Context: an optimization exercise on an open-source flow, tuned for small area. The choices shown serve that exercise and are no tape-out recipe.
Where RTL was checked, it was by simulation tests only, not by an equivalence proof against the original.
For runs 4 and 5, only the layout was checked, not whether the RTL still works.
No activity file was given, so power comes from the tool's default toggle rates.

<file path="design/flow/config.mk">
export PLATFORM = sky130hd
export DESIGN_NAME = sync_manager
export DESIGN_NICKNAME = sync_manager
export VERILOG_FILES = /design/flow/design.v
export SDC_FILE = /design/flow/constraint.sdc
export NUM_CORES = 4
export LEC_CHECK = 0
export ABC_AREA = 1
export CAP_MARGIN = 20
export CORE_MARGIN = 2
export CORE_UTILIZATION = 60
export CTS_BUF_LIST = sky130_fd_sc_hd__clkbuf_8
export GPL_TIMING_DRIVEN = 0
export SLEW_MARGIN = 20
</file>
<file path="design/flow/constraint.sdc">
create_clock -name core_clock -period 10.0 [get_ports {aclk}]
set_input_delay 2.0000 -clock core_clock [delete_from_list [all_inputs] [get_ports {aclk}]]
set_output_delay 2.0000 -clock core_clock [all_outputs]
set_load 0.01 [all_outputs]
</file>
<file path="design/flow/design.v">
`timescale 1ns / 1ps
module sync_manager #
(
    parameter integer                       MM_ADDR_WIDTH       = 32,
    parameter integer                       DATA_WIDTH          = 32
)
(
    input  wire                             aclk,
    input  wire                             aresetn,
    output wire [3:0]                       combination,
    input  wire                             request,
    input  wire [4:0]                       log_length,
    input  wire [MM_ADDR_WIDTH-1:0]         base_address,
    input  wire                             reading,
    input  wire                             writing,
    output wire [MM_ADDR_WIDTH-1:0]         read_buffer,
    output wire [MM_ADDR_WIDTH-1:0]         write_buffer
);
    logic [1:0]  idx_read, idx_ready, idx_lock, idx_write;
    logic [1:0]  idx_read_n, idx_ready_n, idx_lock_n, idx_write_n;
    logic [30:0] read_count, read_count_n;
    logic [30:0] write_count, write_count_n;
    logic        lock, lock_n;
    logic        fresh;           
    logic [1:0]  write_factor;    
    logic [31:0] write_buffer_tmp, write_buffer_tmp_n;
    logic [31:0] therm, onehot;
    always_comb
        for (int i = 0; i < 32; i++) begin
            therm[i]  = (log_length <= i);
            onehot[i] = (i >= 2) && (log_length == 5'(i - 2));
        end
    function automatic [3:0] dec (input [1:0] v);
        dec = 4'b0001 << v;
    endfunction
    assign combination = dec(idx_read) | dec(idx_ready) | dec(idx_lock) | dec(idx_write);
    function automatic [31:0] add_at (input [31:0] base, input [1:0] f, input [31:0] oh);
        logic bp, bp1, x, cy, run;
        begin
            bp  = |(base & oh);
            bp1 = |(base & (oh << 1));
            x   = f[1] ^ (f[0] & bp);
            cy  = (f[1] & bp1) | ((f[1] | bp1) & f[0] & bp);
            run = 1'b0;
            for (int i = 0; i < 32; i++) begin
                run = (i >= 3) ? ((run & base[i-1]) | oh[i-2]) : 1'b0;
                add_at[i] = base[i] ^ ((cy & run) | ((i >= 1) ? (oh[i-1] & x) : 1'b0) | (oh[i] & f[0]));
            end
        end
    endfunction
    assign write_factor = {idx_write[1] & ~fresh, idx_write[0]};
    assign read_buffer  = add_at(base_address, idx_read, onehot);
    assign write_buffer = add_at(write_buffer_tmp, write_factor, onehot);
    logic [31:0] rinc, winc, ra, wa;
    logic        rwrap, wwrap;
    always_comb begin
        ra[0] = 1'b1;
        wa[0] = 1'b1;
        for (int i = 0; i < 31; i++) begin
            ra[i+1] = ra[i] & read_count[i];
            wa[i+1] = wa[i] & write_count[i];
        end
        for (int i = 0; i < 31; i++) begin
            rinc[i] = read_count[i] ^ (reading & ra[i]);
            winc[i] = write_count[i] ^ (writing & wa[i]);
        end
        rinc[31] = reading & ra[31];
        winc[31] = writing & wa[31];
        rwrap = |(rinc & therm);
        wwrap = |(winc & therm);
    end
    logic rturn, wturn, all_named;
    logic [1:0] free_idx;
    assign rturn     = reading & rwrap;
    assign wturn     = writing & wwrap;
    assign all_named = &combination;
    assign free_idx  = ~combination[0] ? 2'd0 : ~combination[1] ? 2'd1 : ~combination[2] ? 2'd2 : 2'd3;
    always_comb begin
        logic [1:0] ready1;
        idx_write_n = rturn ? (all_named ? idx_ready : free_idx) : idx_write;
        ready1      = (rturn & all_named) ? idx_read : idx_ready;
        idx_lock_n  = wturn ? idx_write : idx_lock;
        idx_ready_n = wturn ? idx_lock : ready1;
        idx_read_n  = (request & ~lock) ? idx_ready_n : idx_read;
        lock_n      = request;
        read_count_n  = rturn ? 31'd0 : rinc[30:0];
        write_count_n = wturn ? 31'd0 : winc[30:0];
        write_buffer_tmp_n[1:0] = base_address[1:0];
        begin
            logic c;
            c = reading;
            for (int i = 2; i < 32; i++) begin
                write_buffer_tmp_n[i] = base_address[i] ^ (~rturn & (read_count[i-2] ^ c));
                c = (base_address[i] & read_count[i-2]) | ((base_address[i] | read_count[i-2]) & c);
            end
        end
    end
    always_ff @(posedge aclk) begin
        if (~aresetn) begin
            idx_read         <= 2'd0;
            idx_ready        <= 2'd1;
            idx_lock         <= 2'd2;
            idx_write        <= 2'd2;
            read_count       <= 0;
            write_count      <= 0;
            lock             <= 0;
            fresh            <= 1'b1;
            write_buffer_tmp <= 0;
        end else begin
            idx_read         <= idx_read_n;
            idx_ready        <= idx_ready_n;
            idx_lock         <= idx_lock_n;
            idx_write        <= idx_write_n;
            read_count       <= read_count_n;
            write_count      <= write_count_n;
            lock             <= lock_n;
            fresh            <= 1'b0;
            write_buffer_tmp <= write_buffer_tmp_n;
        end
    end
endmodule
</file>
<file path="design/flow/flow/run.sh">
#!/bin/bash
# The standard layout (standard.sh) with two changes:
#  - synthesis: the standard flow's own synthesis script, but ABC maps with flow/abc.script
#    (area-oriented mapping under a delay target) instead of ORFS's area script;
#  - the ports are buffered with the smallest buffer, sky130_fd_sc_hd__buf_1.
# Each tool's full output stays in this folder: standard.log (make) and ORFS's
# per-step logs under orfs/logs/.
set -euo pipefail
W=$(pwd)
cat flow/abc_override.tcl synth_recipe.tcl > my_synth.tcl
export MY_ABC_SCRIPT=$W/flow/abc.script
export BUFFER_PORTS_ARGS="-buffer_cell sky130_fd_sc_hd__buf_1"
bash standard.sh SYNTH_SCRIPT=$W/my_synth.tcl finish > standard.log 2>&1
test -s out/final.def
</file>
<file path="design/flow/flow/abc.script">
strash
dc2
dch -f
map -D 4500
topo
stime -c
</file>
<file path="design/flow/flow/abc_override.tcl">
# Run ABC with this flow's mapping script (MY_ABC_SCRIPT) in place of ORFS's
# abc_area.script; every other argument the standard flow's synthesis gives it is kept.
proc abc {args} {
  set i [lsearch -exact $args -script]
  if {$i >= 0} { lset args [expr {$i + 1}] $::env(MY_ABC_SCRIPT) }
  yosys abc {*}$args
}
</file>
<file path="design/flow/standard.sh">
#!/bin/bash
# synth_recipe.tcl (not shown) runs the flow's synth.tcl, then flattens the netlist and writes it again
# the make line also repeats each setting of config.mk as NAME=value (left out here)
make -C /OpenROAD-flow-scripts/flow DESIGN_CONFIG=/design/flow/config.mk WORK_HOME=/design/flow/orfs CLKGATE_MAP_FILE= SYNTH_SCRIPT=/design/flow/synth_recipe.tcl "${@:-finish}"
</file>
==> results.yml, run 1 <==
detailed_routing:
  routed_via_density: 6.22
  top_layer: "met4"
  dr_total_vias: 9889
  dr_wl_met2_um: 13100
  first_pass_iters: 7
  wl_met1_um: 11600
  drcViolationCount: 0
  postRouteWirelength_um: 30300
  wire_per_inst_um: 19.0
  dr_wl_met3_um: 3990
  ant_nets: 0
  drt_iter0_drc: 1336
cts:
  cts_hold_buf: 0
  clock_sinks: 104
  clockBufferDepth: 2
  cts_root_buf: "clkbuf_8"
  cts_tree: "done"
  numCtsBuffers: 9
  clock_latency_ns: 0.41
  clk_pin_slew_worst_paths_ns: 0.10
  h-tree-depth: 3
synthesis:
  synth-xor-area-share_pct: 8.79
  postSynthAreaPerCell_um2: 6.16
  synthCells: 1277
  synth_top_family_by_area: "simple AND/OR/NAND/NOR gates"
  synth_nets: 1321
  ys_ff_latch: 104
  synth_seq_area_share_pct: 26.5
  synthSimpleGateAreaFrac_pct: 28.5
  syn_area_um2: 7870
  synth_compound_area_share_pct: 25.2
  yosysWarnings: 1
  yosys.area.top_type: "dfxtp_1"
  netlist_top_cells_area: "dfxtp_1 26%, nand2_1 11%, clkinv_1 10%, nor2_1 9.4%, xor2_1 7.5%"
  synth_mux_area_share_pct: 0
  yosys.area.top_type_share_pct: 26.5
  synth_cell_types: 30
  yosys.area_share.adder_pct: 0.318
finish:
  final_cell_area_um2: 8980
  fill_cells: 1156
  layout.nets: 1456
  layout_commonest_cell: "nand2_1"
  layout-area-overhead-vs-synth_pct: 14.1
  final_cell_mix: "229 x nand2_1, 208 x clkinv_1, 187 x nor2_1"
  antenna_cells: 0
  drive_gt1_share_pct: 6.85
sta:
  slew_viol_final: 0
  timing.fmax_mhz: 103
  fin_crit_ns: 9.68
  max_slew_margin_pct: 31.1
  worst_pin_slew_ns: 1.03
  finalHoldViolations: 0
  setup_viol: 0
  layout_setup_ws_ns: 0.317
  fin_skew_ns: 0.0126
  finalCritPeriodShare_pct: 96.8
placed_design:
  gp_congestion: 1.07
  place.detailed.hpwl_um: 22800
  placed_area_um2: 8510
  port_buffers: 109
  dp_slack_ns: -1.26
global_route:
  grt_pass1_vias: 8801
  grt_antenna_before_repair: 0
  grt_first_pass_wirelength_um: 45800
  grt_max_degree: 37
  grt_overflow: 0
  track_usage_pct: 41.7
worst_setup_path:
  timing.rr.end: "write_count[6]$_SDFF_PP0_"
  cp-startpoint: "log_length[0]"
  critPathRequiredTime_ns: 8.00
  critPathKind: "in -> out"
  crit_path_frequent_cell: "o21ai_1"
  reg2reg_depth: 38
  r2r_start: "write_count[1]$_SDFF_PP0_"
  rrSetupSlack_ns: 2.70
  cp_slowest_cell: "nor2_2"
  crit_path_max_fanout: 7
  crit_path_end_kind: "output pin"
  cp-start-kind: "input port"
  critPathMaxStageDelay_ns: 0.49
  crit_arrival_ns: 7.68
power_and_ir_drop:
  ir_worst_vdd_mv: 0.108
  powerDensity_nw_per_um2: 100
  power_leakage_nw: 3.36
run_status:
  status: "finished clean"
floorplanning:
  die_x_um: 119
  die_h_um: 119
  core_um2: 12700
  std_cell_rows: 41
  io_pins: 110
  start_util_pct: 61.8
  die_area_um2: 14000
min_path:
  holdPathEnd: "idx_write[0]$_SDFFE_PN0P_"
  hold_path_class: "reg -> reg"
  whs_path_depth: 2
  worstHoldStart: "idx_ready[0]$_SDFF_PN1_"
flow_run:
  drv_cap: 0
[flip-flops by register name (all words and copies together) (netlist names)]
register,flops
idx_lock,2
write_count,31
read_count,31
write_buffer_tmp,32
idx_ready,2
idx_write,2
fresh,1
idx_read,2
lock,1
[synth_stat cells]
| cell type | n |
|---|---|
| clkinv_1 | 216 |
| a22oi_1 | 22 |
| a221oi_1 | 14 |
| o21ai_0 | 94 |
| a2111oi_0 | 6 |
| ha_1 | 2 |
| a31oi_1 | 1 |
| nand3_1 | 67 |
| a311oi_1 | 1 |
| a21oi_1 | 95 |
| o211ai_1 | 2 |
| o41ai_1 | 2 |
| dfxtp_1 | 104 |
| o21bai_1 | 1 |
| nor2_1 | 198 |
| nor3_1 | 21 |
| nand4_1 | 8 |
| nand2_1 | 232 |
| xnor2_1 | 12 |
| xor2_1 | 67 |
| o22ai_1 | 48 |
| or3_2 | 1 |
| and3_2 | 3 |
| o2111ai_1 | 5 |
| nand3b_1 | 2 |
| nor4_1 | 7 |
| o221ai_1 | 34 |
| buf_4 | 4 |
| or2_2 | 7 |
| nor3b_1 | 1 |
[worst max path at each step]
stage,to,slack (ns),cells after the start
after floorplan,write_buffer[31],0.87,34
after global placement,write_buffer[31],-1.28,36
after detailed placement,read_buffer[31],-1.26,36
after CTS,write_buffer[31],0.04,36
after global routing,write_buffer[30],-0.05,37
final,write_buffer[31],0.32,31
[critical path: cells and delay by family]
family	cells	cell delay, ns
AO/OA/AOI/OAI	21	3.46
AND/OR/NAND/NOR	4	1.07
buffers and inverters	5	0.94
XOR/XNOR	1	0.22
[cells by family (layout without fill, tap and decap cells)]
kind of cell             Yosys count  in the layout
XOR/XNOR                          79             79
AND/OR/NAND/NOR                  547            547
adder cells (fa/ha/maj)            2              2
buffers and inverters            220            360
AO/OA/AOI/OAI                    325            325
flip-flops                       104            104
[per-stage QoR]
step | setup TNS [ns] | utilization, % | power, mW | cells | hold slack (ns)
2_1_floorplan | 0 | - | 0.547 | 1277 | 0.457
3_3_place_gp | -13.11 | 66.7 | 0.621 | 1558 | 0.469
3_5_place_dp | -11.15 | 66.9 | 0.624 | 1559 | 0.474
4_1_cts | 0 | 68.9 | 0.882 | 1577 | 0.492
5_1_grt | -0.118 | 70.6 | 0.922 | 1589 | 0.530
6_report | 0 | 70.6 | 0.898 | 1589 | 0.488
[metal layers]
layer  track usage (%)  up-vias
met2              64.6      722
met5                 0        -
li1                  -     4608
met3              11.3      152
met1              53.2     4407
met4              21.1        0
[area by class of cell]
class                           instances  area, um^2  area share, %
Sequential cell                       104        2080           23.2
Timing Repair Buffer                  124         532           5.92
Tap cell                              172         215           2.40
Inverter                              216         821           9.14
Multi-Input combinational cell        953        5110           56.9
Clock buffer                            9         124           1.38
Clock inverter                          7        66.3          0.739
Buffer                                  4        30.0          0.335
[repair_timing]
action / CTS / global route
buffers inserted: 2 / 12
resized for setup: 29 / 55
pin swaps: 0 / 32
setup endpoints to repair: 17 / 10
[power by group]
part	switching [mW]	leakage, nW	total (mW)	internal (mW)
clock network	0.168	0.100	0.264	0.0962
logic	0.141	2.41	0.192	0.0506
registers	0.0166	0.849	0.442	0.425
==> run 2, diff against run 1 <==
==> design/flow/flow/run.sh (replaced) <==
#!/bin/bash
# The standard layout (standard.sh) with two changes:
#  - synthesis: the standard flow's own synthesis script, but ABC maps with flow/abc.script
#    (area-oriented mapping under a delay target) instead of ORFS's area script;
#  - the ports are buffered with the smallest buffer, sky130_fd_sc_hd__buf_1;
#  - clock tree synthesis inserts no dummy loads.
# Each tool's full output stays in this folder: standard.log (make) and ORFS's
# per-step logs under orfs/logs/.
set -euo pipefail
W=$(pwd)
cat flow/abc_override.tcl synth_recipe.tcl > my_synth.tcl
export MY_ABC_SCRIPT=$W/flow/abc.script
export BUFFER_PORTS_ARGS="-buffer_cell sky130_fd_sc_hd__buf_1"
# clock tree: ORFS's default arguments and buffer list, without dummy loads
export CTS_ARGS="-sink_clustering_enable -repair_clock_nets -buf_list sky130_fd_sc_hd__clkbuf_8 -dont_use_dummy_load"
bash standard.sh SYNTH_SCRIPT=$W/my_synth.tcl finish > standard.log 2>&1
test -s out/final.def
--- a/design/flow/config.mk
+++ b/design/flow/config.mk
@@ -8,7 +8,7 @@
 export ABC_AREA = 1
 export CAP_MARGIN = 20
 export CORE_MARGIN = 2
-export CORE_UTILIZATION = 60
+export CORE_UTILIZATION = 70
 export CTS_BUF_LIST = sky130_fd_sc_hd__clkbuf_8
 export GPL_TIMING_DRIVEN = 0
 export SLEW_MARGIN = 20
==> run 2 against run 1 <==
Against the previous run:
- still clean on timing, DRC and antenna
- wire length decreased by 4.9%
- power decreased by 5.2%
- fmax increased by 0.45%
- global-route usage grew 5.8 points
- first-iteration DRC count grew 50%
- final cell count decreased by 2.7%
- register-to-register slack got worse by 0.14 ns
- die area shrank 14%
- clock-buffer cell count did not move
- sequential power about the same
- largest cell class unchanged
- highest routed layer unchanged
==> results.yml, run 2 <==
run_status:
  status: "finished clean"
worst_setup_path:
  crit_path_max_fanout: 8
  cp_slowest_cell: "xor2_1"
  cp-start-kind: "input port"
  critPathKind: "in -> out"
  critPathRequiredTime_ns: 8.00
  crit_arrival_ns: 7.64
  critPathMaxStageDelay_ns: 0.25
  crit_path_frequent_cell: "o21ai_1"
  crit_path_end_kind: "output pin"
floorplanning:
  std_cell_rows: 38
  start_util_pct: 72.3
  die_h_um: 110
  io_pins: 110
  die_x_um: 110
  core_um2: 10900
  die_area_um2: 12100
cts:
  cts_root_buf: "clkbuf_8"
  cts_tree: "done"
  clock_sinks: 104
  clock_latency_ns: 0.40
  clockBufferDepth: 2
  cts_hold_buf: 0
  clk_pin_slew_worst_paths_ns: 0.08
  numCtsBuffers: 9
  h-tree-depth: 3
finish:
  layout-area-overhead-vs-synth_pct: 11.8
  layout_commonest_cell: "nand2_1"
  layout.nets: 1452
  antenna_cells: 0
  instances_no_fill: 1546
  largest_reg_flops: 32
  regMostFlops: "write_buffer_tmp"
  final_cell_mix: "231 x nand2_1, 209 x clkinv_1, 189 x nor2_1"
  drive_gt1_share_pct: 5.19
  largestRegisters: "write_buffer_tmp x32, read_count x31, write_count x31"
  seqCellArea_um2: 2080
  fill_cells: 823
  final_cell_area_um2: 8800
  multi_input_area_um2: 5060
power_and_ir_drop:
  total_power_uw: 851
  power_leakage_nw: 3.30
  ir_worst_vdd_mv: 0.163
  powerDensity_nw_per_um2: 96.8
synthesis:
  postSynthAreaPerCell_um2: 6.16
  async_reset_ff_share_pct: 0
  synth_edf_count: 0
  yosys.area.top_type: "dfxtp_1"
  synthCells: 1277
  syn_area_um2: 7870
  netlist_top_cells_area: "dfxtp_1 26%, nand2_1 11%, clkinv_1 10%, nor2_1 9.4%, xor2_1 7.5%"
  synthSimpleGateAreaFrac_pct: 28.5
  synth_nets: 1321
  synth_cell_types: 30
  synth_top_family_by_area: "simple AND/OR/NAND/NOR gates"
  synth-xor-area-share_pct: 8.79
  synth_compound_area_share_pct: 25.2
  yosysWarnings: 1
  yosys.area_share.adder_pct: 0.318
  ys_ff_latch: 104
  synthTopCellsByCount: "232 x nand2_1, 216 x clkinv_1, 198 x nor2_1, 104 x dfxtp_1, 95 x a21oi_1"
  synth_ff_type: "dfxtp_1"
  yosys.area.top_type_share_pct: 26.5
  yosysMostFrequentCell: "nand2_1"
  synth_mux_area_share_pct: 0
  synth_seq_area_share_pct: 26.5
global_route:
  grt_antenna_before_repair: 0
  grt_pass1_vias: 8626
  grt_max_degree: 37
  track_usage_pct: 47.5
  grt_overflow: 0
  grt_first_pass_wirelength_um: 43600
detailed_routing:
  routed_via_density: 6.54
  drt_iter0_drc: 2001
  postRouteWirelength_um: 28800
  ant_nets: 0
  first_pass_iters: 10
  dr_total_vias: 10100
  wire_per_inst_um: 18.6
  drcViolationCount: 0
sta:
  finalHoldViolations: 0
  setup_viol: 0
  slew_viol_final: 0
  fin_skew_ns: 0.0288
  finalCritPeriodShare_pct: 96.4
  max_slew_margin_pct: 32.8
  timing.fmax_mhz: 104
  worst_pin_slew_ns: 1.01
  fin_crit_ns: 9.64
min_path:
  hold_path_class: "reg -> reg"
flow_run:
  drv_cap: 0
placed_design:
  place_inst: 1527
  place.detailed.hpwl_um: 21400
  gp_congestion: 1.16
  placed_area_um2: 8470
  port_buffers: 109
[run 2: cell count changes in the layout (fill, tap and decap cells not counted), moves of 3 or more]
cell,change
clkinv_2,-3
a21oi_1,+5
a21oi_2,-5
buf_4,-5
[run 2: path summary, 6_finish.rpt]
| path | from | end | slack (ns) | cells past startpoint |
|---|---|---|---|---|
| worst min-delay path | idx_ready[0]$_SDFF_PN1_ | idx_write[0]$_SDFFE_PN0P_ | 0.50 | 2 |
| worst max-delay path | log_length[2] | write_buffer[30] | 0.36 | 35 |
| worst max register to register | write_count[0]$_SDFF_PP0_ | write_count[5]$_SDFF_PP0_ | 2.56 | 39 |
| worst min register to register | idx_ready[0]$_SDFF_PN1_ | idx_write[0]$_SDFFE_PN0P_ | 0.50 | 2 |
[run 2: metal layers]
metal  vias to the layer above  part of all wire, %  track usage (%)  wire length [um]
met5                         -                    0                0                 0
met4                         0                  6.7             24.0              1930
met3                       226                   16             17.2              4520
met2                       892                   42             71.6             12100
met1                      4381                   36             59.7             10300
li1                       4609                    -                -                 -
[run 2: area by class of cell]
| class | count | share of cell area [%] |
|---|---|---|
| plain buffers | 4 | 0.341 |
| inverters | 216 | 9.30 |
| clock buffers | 9 | 1.41 |
| multi-input cells | 953 | 57.5 |
| flip-flops and latches | 104 | 23.7 |
| well taps | 140 | 1.99 |
| repair buffers | 120 | 5.78 |
[run 2: power by group]
part / internal, mW / switching, mW
Combinational: 0.0501 / 0.140
Sequential: 0.425 / 0.0157
Clock: 0.0812 / 0.139
[run 2: what timing repair did]
| item | 4_1_cts | 5_1_grt |
|---|---|---|
| cloned | 0 | 0 |
| resized for setup | 23 | 48 |
| setup buffers | 0 | 9 |
| endpoints found under the setup margin | 14 | 11 |
| endpoints found under the hold margin | 0 | 0 |
| pin swaps | 0 | 18 |
[run 2: logic make-up after synthesis]
| family | Yosys count |
|---|---|
| buffers and inverters | 220 |
| XOR/XNOR | 79 |
| AO/OA/AOI/OAI | 325 |
| flip-flops | 104 |
| AND/OR/NAND/NOR | 547 |
| adder cells (fa/ha/maj) | 2 |
[run 2: worst max-delay path, delay by kind of cell]
family                 cells  cell delay (ns)
buffers and inverters      2             0.34
AND/OR/NAND/NOR            4             0.70
XOR/XNOR                   1             0.25
AO/OA/AOI/OAI             28             4.34
[run 2: per-stage QoR]
| step | util [%] | setup WS, ns | hold slack, ns | TNS [ns] |
|---|---|---|---|---|
| 6_report | 80.8 | 0.360 | 0.500 | 0 |
| 5_1_grt | 80.8 | -0.0465 | 0.515 | -0.0628 |
| 4_1_cts | 79.2 | 0.0270 | 0.494 | 0 |
| 3_5_place_dp | 77.8 | -0.981 | 0.484 | -7.16 |
| 3_3_place_gp | 77.6 | -0.898 | 0.470 | -6.32 |
| 2_1_floorplan | - | 0.872 | 0.457 | 0 |
==> run 3, diff against run 2 <==
--- a/design/flow/flow/run.sh
+++ b/design/flow/flow/run.sh
@@ -1,5 +1,5 @@
 #!/bin/bash
-# The standard layout (standard.sh) with two changes:
+# The standard layout (standard.sh) with these changes:
 #  - synthesis: the standard flow's own synthesis script, but ABC maps with flow/abc.script
 #    (area-oriented mapping under a delay target) instead of ORFS's area script;
 #  - the ports are buffered with the smallest buffer, sky130_fd_sc_hd__buf_1;
==> run 3 against run 2 <==
Against the previous run:
- critical path type unchanged
- die area stayed put
- via count stayed put
- critical path depth stayed put
- power stayed put
- still clean on timing, DRC and antenna
- wire length stayed put
- sequential share of layout area stayed put
==> results.yml, run 3 <==
cts:
  h-tree-depth: 3
  cts_root_buf: "clkbuf_8"
  clockBufferDepth: 2
  clock_latency_ns: 0.40
  cts_tree: "done"
  numCtsBuffers: 9
  cts_hold_buf: 0
  clk_pin_slew_worst_paths_ns: 0.08
  clock_sinks: 104
finish:
  layout_commonest_cell: "nand2_1"
  seqCellArea_um2: 2080
  drive_gt1_share_pct: 5.19
  regMostFlops: "write_buffer_tmp"
  layout-area-overhead-vs-synth_pct: 11.8
  largestRegisters: "write_buffer_tmp x32, read_count x31, write_count x31"
  utilization_pct: 80.8
  multi_input_area_um2: 5060
  largest_reg_flops: 32
  fill_cells: 823
  instances_no_fill: 1546
  layout.nets: 1452
  final_cell_mix: "231 x nand2_1, 209 x clkinv_1, 189 x nor2_1"
  antenna_cells: 0
global_route:
  grt_max_degree: 37
  grt_antenna_before_repair: 0
  grt_pass1_vias: 8626
  grt_first_pass_wirelength_um: 43600
  track_usage_pct: 47.5
  grt_overflow: 0
synthesis:
  yosysWarnings: 1
  yosysMostFrequentCell: "nand2_1"
  synth_ff_type: "dfxtp_1"
  async_reset_ff_share_pct: 0
  netlist_top_cells_area: "dfxtp_1 26%, nand2_1 11%, clkinv_1 10%, nor2_1 9.4%, xor2_1 7.5%"
  ys_ff_latch: 104
  synth_nets: 1321
  yosys.area.top_type_share_pct: 26.5
  synth_edf_count: 0
  synth_seq_area_share_pct: 26.5
  yosys.area.top_type: "dfxtp_1"
  synth_cell_types: 30
  synthCells: 1277
  postSynthAreaPerCell_um2: 6.16
  syn_area_um2: 7870
  synthTopCellsByCount: "232 x nand2_1, 216 x clkinv_1, 198 x nor2_1, 104 x dfxtp_1, 95 x a21oi_1"
worst_setup_path:
  cp_slowest_cell: "xor2_1"
  crit_arrival_ns: 7.64
  timing.rr.end: "write_count[5]$_SDFF_PP0_"
  critPathRequiredTime_ns: 8.00
  critPathKind: "in -> out"
  crit_path_end_kind: "output pin"
  reg2reg_depth: 39
  rrSetupSlack_ns: 2.56
  critPathMaxStageDelay_ns: 0.25
  crit_path_max_fanout: 8
  cpLargestDelayFamily: "compound AO/OA/AOI/OAI gates"
  cp.buffers_inverters: 2
  cp-startpoint: "log_length[2]"
  cp-start-kind: "input port"
  r2r_start: "write_count[0]$_SDFF_PP0_"
  crit_path_frequent_cell: "o21ai_1"
sta:
  finalCritPeriodShare_pct: 96.4
  hold_slack_ns: 0.500
  fin_crit_ns: 9.64
  finalHoldViolations: 0
  setup_viol: 0
  fin_skew_ns: 0.0288
  worst_pin_slew_ns: 1.01
  max_slew_margin_pct: 32.8
  timing.fmax_mhz: 104
  slew_viol_final: 0
  final.setup.tns_ns: 0
min_path:
  worstHoldStart: "idx_ready[0]$_SDFF_PN1_"
  hold_path_class: "reg -> reg"
  holdPathEnd: "idx_write[0]$_SDFFE_PN0P_"
  whs_path_depth: 2
detailed_routing:
  drt_iter0_drc: 2001
  dr_total_vias: 10100
  drcViolationCount: 0
  postRouteWirelength_um: 28800
  ant_nets: 0
  routed_via_density: 6.54
  wire_per_inst_um: 18.6
  first_pass_iters: 10
floorplanning:
  die_x_um: 110
  die_h_um: 110
  core_um2: 10900
  std_cell_rows: 38
  start_util_pct: 72.3
  io_pins: 110
  die_area_um2: 12100
placed_design:
  place.detailed.hpwl_um: 21400
  place_inst: 1527
  port_buffers: 109
  gp_congestion: 1.16
power_and_ir_drop:
  ir_worst_vdd_mv: 0.163
  powerDensity_nw_per_um2: 96.8
  total_power_uw: 851
  power_leakage_nw: 3.30
flow_run:
  drv_cap: 0
run_status:
  status: "finished clean"
==> run 3: worst max path at each step <==
| stage | to | slack, ns | cells past startpoint |
|---|---|---|---|
| finish | write_buffer[30] | 0.36 | 35 |
| detailed placement | read_buffer[31] | -0.98 | 36 |
| floorplan | write_buffer[31] | 0.87 | 34 |
| global route | read_buffer[31] | -0.05 | 36 |
| CTS | write_buffer[31] | 0.03 | 36 |
| global placement | read_buffer[31] | -0.90 | 36 |
==> run 3: power by group <==
group | internal, mW | switching [mW] | leakage, nW
combinational | 0.0501 | 0.140 | 2.39
sequential | 0.425 | 0.0157 | 0.849
clock | 0.0812 | 0.139 | 0.0647
total | 0.557 | 0.295 | 3.30
==> run 3: layout make-up <==
class,count,area share [%]
flip-flops and latches,104,23.7
repair buffers,120,5.78
inverters,216,9.30
multi-input cells,953,57.5
clock buffers,9,1.41
well taps,140,1.99
plain buffers,4,0.341
==> run 3: cells by family (layout without fill, tap and decap cells) <==
family / Yosys count / in the layout / share of synthesized area (%)
and+or+nand+nor: 547 / 547 / 28.5
AOI/OAI and AO/OA: 325 / 325 / 25.2
buffers and inverters: 220 / 349 / 10.7
DFF: 104 / 104 / 26.5
xor gates and xnor gates: 79 / 79 / 8.79
adders and majority gates: 2 / 2 / 0.318
==> run 3: what timing repair did <==
item,in CTS,in global routing
gates resized for setup,23,48
hold endpoints to repair,0,0
setup endpoints to repair,14,11
setup buffers,0,9
cloned,0,0
pin swaps,0,18
==> run 3: metal layers <==
metal / up-vias / global-route usage [%] / wire length (um)
met4: 0 / 24.0 / 1930
met3: 226 / 17.2 / 4520
met5: - / 0 / 0
met2: 892 / 71.6 / 12100
li1: 4609 / - / -
met1: 4381 / 59.7 / 10300
==> run 3: per-stage QoR <==
step | instance area, um^2 | setup slack (ns)
finish | 8800 | 0.360
global route | 8800 | -0.0465
detailed placement | 8470 | -0.981
floorplan | 7870 | 0.872
global placement | 8450 | -0.898
CTS | 8630 | 0.0270
==> run 3: worst min-delay path, cell delays in order (launching register included) <==
cell and delay, ns:
dfxtp_1 0.34, nand2_1 0.07, a21oi_1 0.05
==> run 4, diff against run 3 <==
--- a/design/flow/design.v
+++ b/design/flow/design.v
@@ -35,16 +35,21 @@
     endfunction
     assign combination = dec(idx_read) | dec(idx_ready) | dec(idx_lock) | dec(idx_write);
     function automatic [31:0] add_at (input [31:0] base, input [1:0] f, input [31:0] oh);
-        logic bp, bp1, x, cy, run;
+        logic bp, bp1, x, cy;
+        logic [31:0] run_v;
         begin
             bp  = |(base & oh);
             bp1 = |(base & (oh << 1));
             x   = f[1] ^ (f[0] & bp);
             cy  = (f[1] & bp1) | ((f[1] | bp1) & f[0] & bp);
-            run = 1'b0;
             for (int i = 0; i < 32; i++) begin
-                run = (i >= 3) ? ((run & base[i-1]) | oh[i-2]) : 1'b0;
-                add_at[i] = base[i] ^ ((cy & run) | ((i >= 1) ? (oh[i-1] & x) : 1'b0) | (oh[i] & f[0]));
+                if (i < 3)
+                    run_v[i] = 1'b0;
+                else if (i % 2 == 1)
+                    run_v[i] = (run_v[i-1] & base[i-1]) | oh[i-2];
+                else
+                    run_v[i] = (run_v[i-2] & (base[i-2] & base[i-1])) | (oh[i-3] & base[i-1]) | oh[i-2];
+                add_at[i] = base[i] ^ ((cy & run_v[i]) | ((i >= 1) ? (oh[i-1] & x) : 1'b0) | (oh[i] & f[0]));
             end
         end
     endfunction
==> design/flow/flow/abc.script (replaced) <==
strash
dc2
dch -f
map -D 4500
strash
dch -f
map -D 4500
strash
dch -f
map -D 4500
topo
stime -c
--- a/design/flow/config.mk
+++ b/design/flow/config.mk
@@ -11,4 +11,5 @@
 export CORE_UTILIZATION = 70
 export CTS_BUF_LIST = sky130_fd_sc_hd__clkbuf_8
 export GPL_TIMING_DRIVEN = 0
+export SETUP_SLACK_MARGIN = 0.3
 export SLEW_MARGIN = 20
==> run 4 against run 3 <==
Against the previous run:
- final cell count decreased by 0.32%
- still clean
- clock skew shrank 0.011 ns
- register-to-register slack gained 0.27 ns
- sequential power hardly changed
- highest routed layer unchanged
- fmax is essentially flat
- first-iteration DRC count is essentially flat
- wire length rose by 7.6%
- global-route usage up 2.4 points
- combinational power grew 7%
- clock power is 4% higher
- utilization up 1.9 points
- flip-flop and latch count stayed put
==> results.yml, run 4 <==
flow_run:
  drv_cap: 0
placed_design:
  gp_congestion: 1.20
  place_inst: 1501
  place.detailed.hpwl_um: 21700
  port_buffers: 109
detailed_routing:
  drcViolationCount: 0
  first_pass_iters: 7
  drt_iter0_drc: 2002
  ant_nets: 0
  routed_via_density: 6.76
  dr_total_vias: 10400
  postRouteWirelength_um: 31000
  wire_per_inst_um: 20.1
sta:
  hold_slack_ns: 0.513
  fin_crit_ns: 9.64
  finalCritPeriodShare_pct: 96.4
  finalHoldViolations: 0
  slew_viol_final: 0
  fin_skew_ns: 0.0183
  max_slew_margin_pct: 31.7
  final.setup.tns_ns: 0
  timing.fmax_mhz: 104
  setup_viol: 0
  rsz0062_at_grt: "false"
  worst_pin_slew_ns: 1.02
worst_setup_path:
  critPathMaxStageDelay_ns: 0.29
  timing.rr.end: "idx_read[1]$_SDFFE_PN0P_"
  crit_arrival_ns: 7.64
  reg2reg_depth: 45
  crit_path_frequent_cell: "o21ai_1"
  cp-startpoint: "log_length[4]"
  critPathRequiredTime_ns: 8.00
  crit_path_end_kind: "output pin"
  rrSetupSlack_ns: 2.83
  r2r_start: "write_count[1]$_SDFF_PP0_"
  cp-start-kind: "input port"
  critPathKind: "in -> out"
  crit_path_max_fanout: 10
  cp_slowest_cell: "xor2_1"
  crit_end: "read_buffer[30]"
global_route:
  grt_first_pass_wirelength_um: 45400
  track_usage_pct: 50.0
  grt_antenna_before_repair: 0
  grt_pass1_vias: 9065
  grt_max_degree: 39
  grt_overflow: 0
synthesis:
  netlist_top_cells_area: "dfxtp_1 27%, nand2_1 11%, clkinv_1 10%, nor2_1 9.4%, xor2_1 7.6%"
  ys_ff_latch: 104
  synth_ff_type: "dfxtp_1"
  synth_seq_area_share_pct: 26.7
  synth_cell_types: 31
  synth_edf_count: 0
  synthCells: 1250
  async_reset_ff_share_pct: 0
  yosysMostFrequentCell: "nand2_1"
  postSynthAreaPerCell_um2: 6.23
  yosys.area.top_type: "dfxtp_1"
  synth_nets: 1294
  yosys.area.top_type_share_pct: 26.7
  syn_area_um2: 7790
  synthTopCellsByCount: "230 x nand2_1, 207 x clkinv_1, 196 x nor2_1, 104 x dfxtp_1, 90 x o21ai_0"
  yosysWarnings: 1
run_status:
  status: "finished clean"
floorplanning:
  std_cell_rows: 38
  core_um2: 10800
  die_h_um: 109
  die_x_um: 109
  io_pins: 110
  die_area_um2: 12000
  start_util_pct: 71.8
cts:
  clock_sinks: 104
  numCtsBuffers: 9
  cts_tree: "done"
  clock_latency_ns: 0.41
  clockBufferDepth: 2
  cts_root_buf: "clkbuf_8"
  h-tree-depth: 3
  clk_pin_slew_worst_paths_ns: 0.09
  cts_hold_buf: 0
power_and_ir_drop:
  total_power_uw: 875
  powerDensity_nw_per_um2: 97.6
  power_leakage_nw: 3.40
  ir_worst_vdd_mv: 0.112
finish:
  largestRegisters: "write_buffer_tmp x32, read_count x31, write_count x31"
  layout-area-overhead-vs-synth_pct: 15.1
  antenna_cells: 0
  final_cell_mix: "226 x nand2_1, 194 x clkinv_1, 186 x nor2_1"
  layout.nets: 1447
  instances_no_fill: 1541
  drive_gt1_share_pct: 7.92
  largest_reg_flops: 32
  layout_commonest_cell: "nand2_1"
  fill_cells: 766
  regMostFlops: "write_buffer_tmp"
min_path:
  hold_path_class: "reg -> reg"
-- run 4: changes by cell type after synthesis, sizes merged, moves of 4 or more --
cell	previous run	this run
o221ai	34	51
nor3	21	8
a21oi	95	83
clkinv	216	207
a31oi	1	7
nand3	67	73
a221oi	14	9
or2	7	2
o211ai	2	6
o21ai	94	90
-- run 4: report_power, final --
group | internal (mW) | leakage (nW) | switching [mW]
Combinational | 0.0561 | 2.48 | 0.148
Clock | 0.0812 | 0.0647 | 0.147
Sequential | 0.425 | 0.849 | 0.0172
Total | 0.563 | 3.40 | 0.312
-- run 4: per-stage QoR --
step	area, um^2	utilization [%]	setup slack (ns)
floorplan	7790	-	1.16
global placement	8370	77.2	-0.894
detailed placement	8400	77.5	-0.849
CTS	8670	80.0	0.307
global route	8970	82.7	0.0308
finish	8970	82.7	0.359
-- run 4: repair_timing --
action                                  in CTS  in global routing
pin swaps                                    2                 21
resized for setup                           28                 58
endpoints found under the setup margin      15                 30
gates cloned                                 0                  0
buffers inserted                            14                 17
hold endpoints to repair                     0                  0
-- run 4: worst max-delay path: cells and delay by family --
kind	cells	cell delay, ns
buffers and inverters	5	0.72
AOI/OAI and AO/OA	26	3.88
xor gates and xnor gates	1	0.29
and+or+nand+nor	6	0.72
-- run 4: cell families after synthesis --
| kind of cell | after synthesis | share of synthesized area [%] |
|---|---|---|
| AO/OA/AOI/OAI | 326 | 26.2 |
| XOR/XNOR | 80 | 9.00 |
| adder cells (fa/ha/maj) | 2 | 0.321 |
| buffers and inverters | 211 | 10.4 |
| flip-flops | 104 | 26.7 |
| AND/OR/NAND/NOR | 527 | 27.4 |
-- run 4: worst min path at each step --
stage                                    from                   endpoint  slack, ns  cells after the start
global route        read_count[30]$_SDFF_PP0_  read_count[30]$_SDFF_PP0_       0.55                      2
CTS                 read_count[30]$_SDFF_PP0_  read_count[30]$_SDFF_PP0_       0.51                      2
finish              read_count[30]$_SDFF_PP0_  read_count[30]$_SDFF_PP0_       0.51                      2
global placement    read_count[30]$_SDFF_PP0_  read_count[30]$_SDFF_PP0_       0.48                      2
floorplan           read_count[30]$_SDFF_PP0_  read_count[30]$_SDFF_PP0_       0.46                      2
detailed placement  read_count[30]$_SDFF_PP0_  read_count[30]$_SDFF_PP0_       0.48                      2
-- run 4: final cells by class --
| type | count | area, um^2 | area share [%] |
|---|---|---|---|
| Buffer | 4 | 30.0 | 0.335 |
| Clock buffer | 9 | 124 | 1.38 |
| Inverter | 207 | 805 | 8.97 |
| Multi-Input combinational cell | 935 | 5080 | 56.7 |
| Sequential cell | 104 | 2080 | 23.2 |
| Tap cell | 140 | 175 | 1.95 |
| Timing Repair Buffer | 142 | 668 | 7.45 |
-- run 4: per-layer routing --
layer  up-vias  track usage (%)  part of all wire, %
met4         0             34.5                  8.5
met2       958             73.2                   41
met1      4538             57.3                   34
met5         -             1.34                    0
li1       4592                -                    -
met3       333             23.5                   16
==> run 5, diff against run 4 <==
--- a/design/flow/design.v
+++ b/design/flow/design.v
@@ -21,39 +21,45 @@
     logic [30:0] read_count, read_count_n;
     logic [30:0] write_count, write_count_n;
     logic        lock, lock_n;
-    logic        fresh;           
-    logic [1:0]  write_factor;    
+    logic [1:0]  write_factor, write_factor_n;
     logic [31:0] write_buffer_tmp, write_buffer_tmp_n;
     logic [31:0] therm, onehot;
     always_comb
         for (int i = 0; i < 32; i++) begin
             therm[i]  = (log_length <= i);
-            onehot[i] = (i >= 2) && (log_length == 5'(i - 2));
+            onehot[i] = ({1'b0, log_length} + 6'd2 == i);
         end
     function automatic [3:0] dec (input [1:0] v);
         dec = 4'b0001 << v;
     endfunction
     assign combination = dec(idx_read) | dec(idx_ready) | dec(idx_lock) | dec(idx_write);
+    localparam int SPLIT = 17;
     function automatic [31:0] add_at (input [31:0] base, input [1:0] f, input [31:0] oh);
-        logic bp, bp1, x, cy;
-        logic [31:0] run_v;
+        logic bp, bp1, x, cy, r, q, rs, pb;
         begin
             bp  = |(base & oh);
             bp1 = |(base & (oh << 1));
             x   = f[1] ^ (f[0] & bp);
             cy  = (f[1] & bp1) | ((f[1] | bp1) & f[0] & bp);
+            r   = 1'b0;
+            q   = 1'b0;
+            rs  = 1'b0;
+            pb  = 1'b1;
             for (int i = 0; i < 32; i++) begin
-                if (i < 3)
-                    run_v[i] = 1'b0;
-                else if (i % 2 == 1)
-                    run_v[i] = (run_v[i-1] & base[i-1]) | oh[i-2];
-                else
-                    run_v[i] = (run_v[i-2] & (base[i-2] & base[i-1])) | (oh[i-3] & base[i-1]) | oh[i-2];
-                add_at[i] = base[i] ^ ((cy & run_v[i]) | ((i >= 1) ? (oh[i-1] & x) : 1'b0) | (oh[i] & f[0]));
+                if (i < 2) begin
+                    r = 1'b0;
+                end else if (i <= SPLIT) begin
+                    r = (r & base[i-1]) | (oh[i-2] & cy);
+                    if (i == SPLIT) rs = r;
+                end else begin
+                    q  = (q & base[i-1]) | (oh[i-2] & cy);
+                    pb = pb & base[i-1];
+                    r  = q | (rs & pb);
+                end
+                add_at[i] = base[i] ^ (r | (oh[i] & f[0]) | ((i >= 1) ? (oh[i-1] & x) : 1'b0));
             end
         end
     endfunction
-    assign write_factor = {idx_write[1] & ~fresh, idx_write[0]};
     assign read_buffer  = add_at(base_address, idx_read, onehot);
     assign write_buffer = add_at(write_buffer_tmp, write_factor, onehot);
     logic [31:0] rinc, winc, ra, wa;
@@ -88,6 +94,7 @@
         idx_ready_n = wturn ? idx_lock : ready1;
         idx_read_n  = (request & ~lock) ? idx_ready_n : idx_read;
         lock_n      = request;
+        write_factor_n = idx_write_n;
         read_count_n  = rturn ? 31'd0 : rinc[30:0];
         write_count_n = wturn ? 31'd0 : winc[30:0];
         write_buffer_tmp_n[1:0] = base_address[1:0];
@@ -109,7 +116,7 @@
             read_count       <= 0;
             write_count      <= 0;
             lock             <= 0;
-            fresh            <= 1'b1;
+            write_factor     <= 0;
             write_buffer_tmp <= 0;
         end else begin
             idx_read         <= idx_read_n;
@@ -119,7 +126,7 @@
             read_count       <= read_count_n;
             write_count      <= write_count_n;
             lock             <= lock_n;
-            fresh            <= 1'b0;
+            write_factor     <= write_factor_n;
             write_buffer_tmp <= write_buffer_tmp_n;
         end
     end
==> design/flow/flow/run.sh (replaced) <==
#!/bin/bash
# The standard layout (standard.sh) with two changes:
#  - synthesis: the standard flow's own synthesis script, but ABC maps with flow/abc.script
#    (area-oriented mapping under a delay target) instead of ORFS's area script;
#  - the ports are buffered with the smallest buffer, sky130_fd_sc_hd__buf_1.
# Each tool's full output stays in this folder: standard.log (make) and ORFS's
# per-step logs under orfs/logs/.
set -euo pipefail
W=$(pwd)
cat flow/abc_override.tcl synth_recipe.tcl > my_synth.tcl
export MY_ABC_SCRIPT=$W/flow/abc.script
export BUFFER_PORTS_ARGS="-buffer_cell sky130_fd_sc_hd__buf_1"
bash standard.sh SYNTH_SCRIPT=$W/my_synth.tcl finish > standard.log 2>&1
test -s out/final.def
==> design/flow/flow/abc.script (replaced) <==
strash
dc2
dch -f
map -D 4500
topo
stime -c
--- a/design/flow/config.mk
+++ b/design/flow/config.mk
@@ -8,8 +8,5 @@
 export ABC_AREA = 1
 export CAP_MARGIN = 20
 export CORE_MARGIN = 2
-export CORE_UTILIZATION = 70
-export CTS_BUF_LIST = sky130_fd_sc_hd__clkbuf_8
-export GPL_TIMING_DRIVEN = 0
-export SETUP_SLACK_MARGIN = 0.3
+export CORE_UTILIZATION = 60
 export SLEW_MARGIN = 20
==> run 5 against run 4 <==
Against the previous run:
- worst hold slack better by 0.0069 ns
- clock-buffer cell count rose by 2
- wire length increased by 6.4%
- non-clock buffer count is 25 higher
- clock power increased by 64%
- still clean
- cell area rose by 10%
==> results.yml, run 5 <==
synthesis:
  synth_nets: 1431
  synth_seq_area_share_pct: 24.6
  synthCells: 1382
  async_reset_ff_share_pct: 0
  yosys.area.top_type_share_pct: 24.6
  synth_cell_types: 38
  netlist_top_cells_area: "dfxtp_1 25%, nand2_1 12%, clkinv_1 10%, nor2_1 9.4%, xor2_1 7.5%"
  yosys.area.top_type: "dfxtp_1"
  yosysWarnings: 1
  syn_area_um2: 8460
  ys_ff_latch: 104
  synth_edf_count: 0
  synth_ff_type: "dfxtp_1"
  yosysMostFrequentCell: "nand2_1"
  synthTopCellsByCount: "269 x nand2_1, 235 x clkinv_1, 211 x nor2_1, 104 x dfxtp_1, 87 x a21oi_1"
  postSynthAreaPerCell_um2: 6.12
worst_setup_path:
  critPathRequiredTime_ns: 8.00
  critPathMaxStageDelay_ns: 0.28
  reg2reg_depth: 45
  cp_slowest_cell: "ha_1"
  rrSetupSlack_ns: 2.75
  crit_path_max_fanout: 5
  critPathKind: "in -> out"
  crit_path_end_kind: "output pin"
  crit_arrival_ns: 7.63
  cp-start-kind: "input port"
cts:
  cts_root_buf: "clkbuf_16"
  numCtsBuffers: 9
  cts_tree: "done"
  h-tree-depth: 3
  clock_sinks: 104
  clockBufferDepth: 2
  ctsResizeCount: 0
  cts_hold_buf: 0
  clk_pin_slew_worst_paths_ns: 0.07
  clock_latency_ns: 0.37
  post_cts_buffers: 0
sta:
  worst_pin_slew_ns: 0.792
  finalHoldViolations: 0
  finalCritPeriodShare_pct: 96.3
  layout_setup_ws_ns: 0.375
  fin_skew_ns: 0.00985
  setup_viol: 0
  hold_slack_ns: 0.520
  fin_crit_ns: 9.63
  timing.fmax_mhz: 104
  max_slew_margin_pct: 46.9
  slew_viol_final: 0
finish:
  largest_reg_flops: 32
  antenna_cells: 0
  layout_commonest_cell: "nand2_1"
  fill_cells: 1270
  final_cell_mix: "269 x nand2_1, 233 x clkinv_1, 210 x nor2_1"
  regMostFlops: "write_buffer_tmp"
  seqCellArea_um2: 2080
  largestRegisters: "write_buffer_tmp x32, read_count x31, write_count x31"
  drive_gt1_share_pct: 6.12
  layout-area-overhead-vs-synth_pct: 17.0
  layout.nets: 1613
  multi_input_area_um2: 5510
min_path:
  whs_path_depth: 2
  hold_path_class: "reg -> reg"
floorplanning:
  start_util_pct: 61.2
  std_cell_rows: 43
  core_um2: 13800
  io_pins: 110
  die_x_um: 123
  die_h_um: 123
  die_area_um2: 15100
detailed_routing:
  ant_nets: 0
  wire_per_inst_um: 18.8
  first_pass_iters: 8
  drcViolationCount: 0
  routed_via_density: 6.26
  dr_total_vias: 11000
  drt_iter0_drc: 1351
  postRouteWirelength_um: 32900
global_route:
  grt_overflow: 0
  grt_first_pass_wirelength_um: 49900
  grt_pass1_vias: 9616
  grt_max_degree: 38
  track_usage_pct: 43.2
  grt_antenna_before_repair: 0
placed_design:
  gp_congestion: 1.12
  dp_slack_ns: 0.325
  port_buffers: 109
  place.detailed.hpwl_um: 25800
flow_run:
  drv_cap: 0
power_and_ir_drop:
  ir_worst_vdd_mv: 0.107
  powerDensity_nw_per_um2: 107
  power_leakage_nw: 3.76
run_status:
  status: "finished clean"
==> run 5: logic make-up after synthesis <==
| group | Yosys count | share of synthesized area [%] |
|---|---|---|
| simple gates | 613 | 29.7 |
| compound gates | 345 | 26.1 |
| buf+inv | 235 | 10.4 |
| flops | 104 | 24.6 |
| xor+xnor | 78 | 8.07 |
| fa+ha+maj | 7 | 1.03 |
==> run 5: path summary, 6_finish.rpt <==
| check | startpoint | to |
|---|---|---|
| max | log_length[1] | read_buffer[31] |
| min | idx_lock[0]$_SDFFE_PN0P_ | idx_lock[0]$_SDFFE_PN0P_ |
| max reg2reg | write_count[1]$_SDFF_PP0_ | write_count[8]$_SDFF_PP0_ |
| min reg2reg | idx_lock[0]$_SDFFE_PN0P_ | idx_lock[0]$_SDFFE_PN0P_ |
==> run 5: where the power goes <==
group	leakage (nW)	internal (mW)	switching [mW]	total, mW
logic	2.76	0.0710	0.174	0.245
clock network	0.154	0.191	0.184	0.375
registers	0.849	0.425	0.0158	0.441
total	3.76	0.687	0.374	1.06
==> run 5: layer usage <==
| layer | GRT usage, % | part of all wire (%) | up-vias |
|---|---|---|---|
| li1 | - | - | 5148 |
| met1 | 53.6 | 37 | 4813 |
| met2 | 66.7 | 43 | 762 |
| met3 | 11.8 | 12 | 227 |
| met4 | 25.9 | 7.5 | 0 |
| met5 | 0 | 0 | - |
==> run 5: through the flow <==
step | cell area, um^2 | std cells | power [mW] | TNS (ns) | utilization (%)
after floorplan | 8460 | 1382 | 0.577 | 0 | -
after global placement | 9560 | 1732 | 0.680 | 0 | 69.1
after detailed placement | 9560 | 1732 | 0.681 | 0 | 69.1
after CTS | 9870 | 1748 | 1.05 | 0 | 71.4
after global routing | 9900 | 1749 | 1.09 | -0.0673 | 71.6
final | 9900 | 1749 | 1.06 | 0 | 71.6
==> run 5: critical path, delay by kind of cell <==
kind            cells  cell delay [ns]
compound gates     19             3.14
xor+xnor            1             0.19
fa+ha+maj           1             0.28
buf+inv             5             0.77
simple gates        9             1.24
==> run 5: area by class of cell <==
type / instances / area share (%)
timing repair buffer: 171 / 9.03
sequential: 104 / 21.0
clock inverter: 5 / 0.594
tap: 180 / 2.27
clock buffer: 11 / 2.55
inverter: 235 / 8.91
multi-input combinational: 1043 / 55.6

-- separate check: timing with driven ports --
The results above use ideal ports. As a check the final layouts listed here were re-extracted and re-timed, cells and wires unchanged. Step 1 (the two cells are an assumption about what drives the block):
set clk [get_ports {aclk}]
set_driving_cell -lib_cell sky130_fd_sc_hd__clkbuf_16 $clk
set_driving_cell -lib_cell sky130_fd_sc_hd__buf_2 [delete_from_list [all_inputs] $clk]
Step 2 also shifts input and output timing later by t, the mid clock arrival at the registers, as if the neighbouring blocks saw the same clock. a / b / c = no drivers / after step 1 / after step 2; a / b = the first two.
run | t, ns | setup WS [ns] | worst setup path after step 2
run 1 | 0.439 | 0.317 / 0.296 / 0.296 | input to output
run 2 | 0.426 | 0.360 / 0.340 / 0.340 | input to output
run 3 | 0.426 | 0.360 / 0.340 / 0.340 | input to output
run 4 | 0.443 | 0.359 / 0.338 / 0.338 | input to output
run 5 | 0.405 | 0.375 / 0.353 / 0.353 | input to output
After both steps setup and hold are still met in every run listed. For run 5, which loses most, drivers alone change the setup slack by -0.022 ns; drivers and shift together by -0.022 ns.
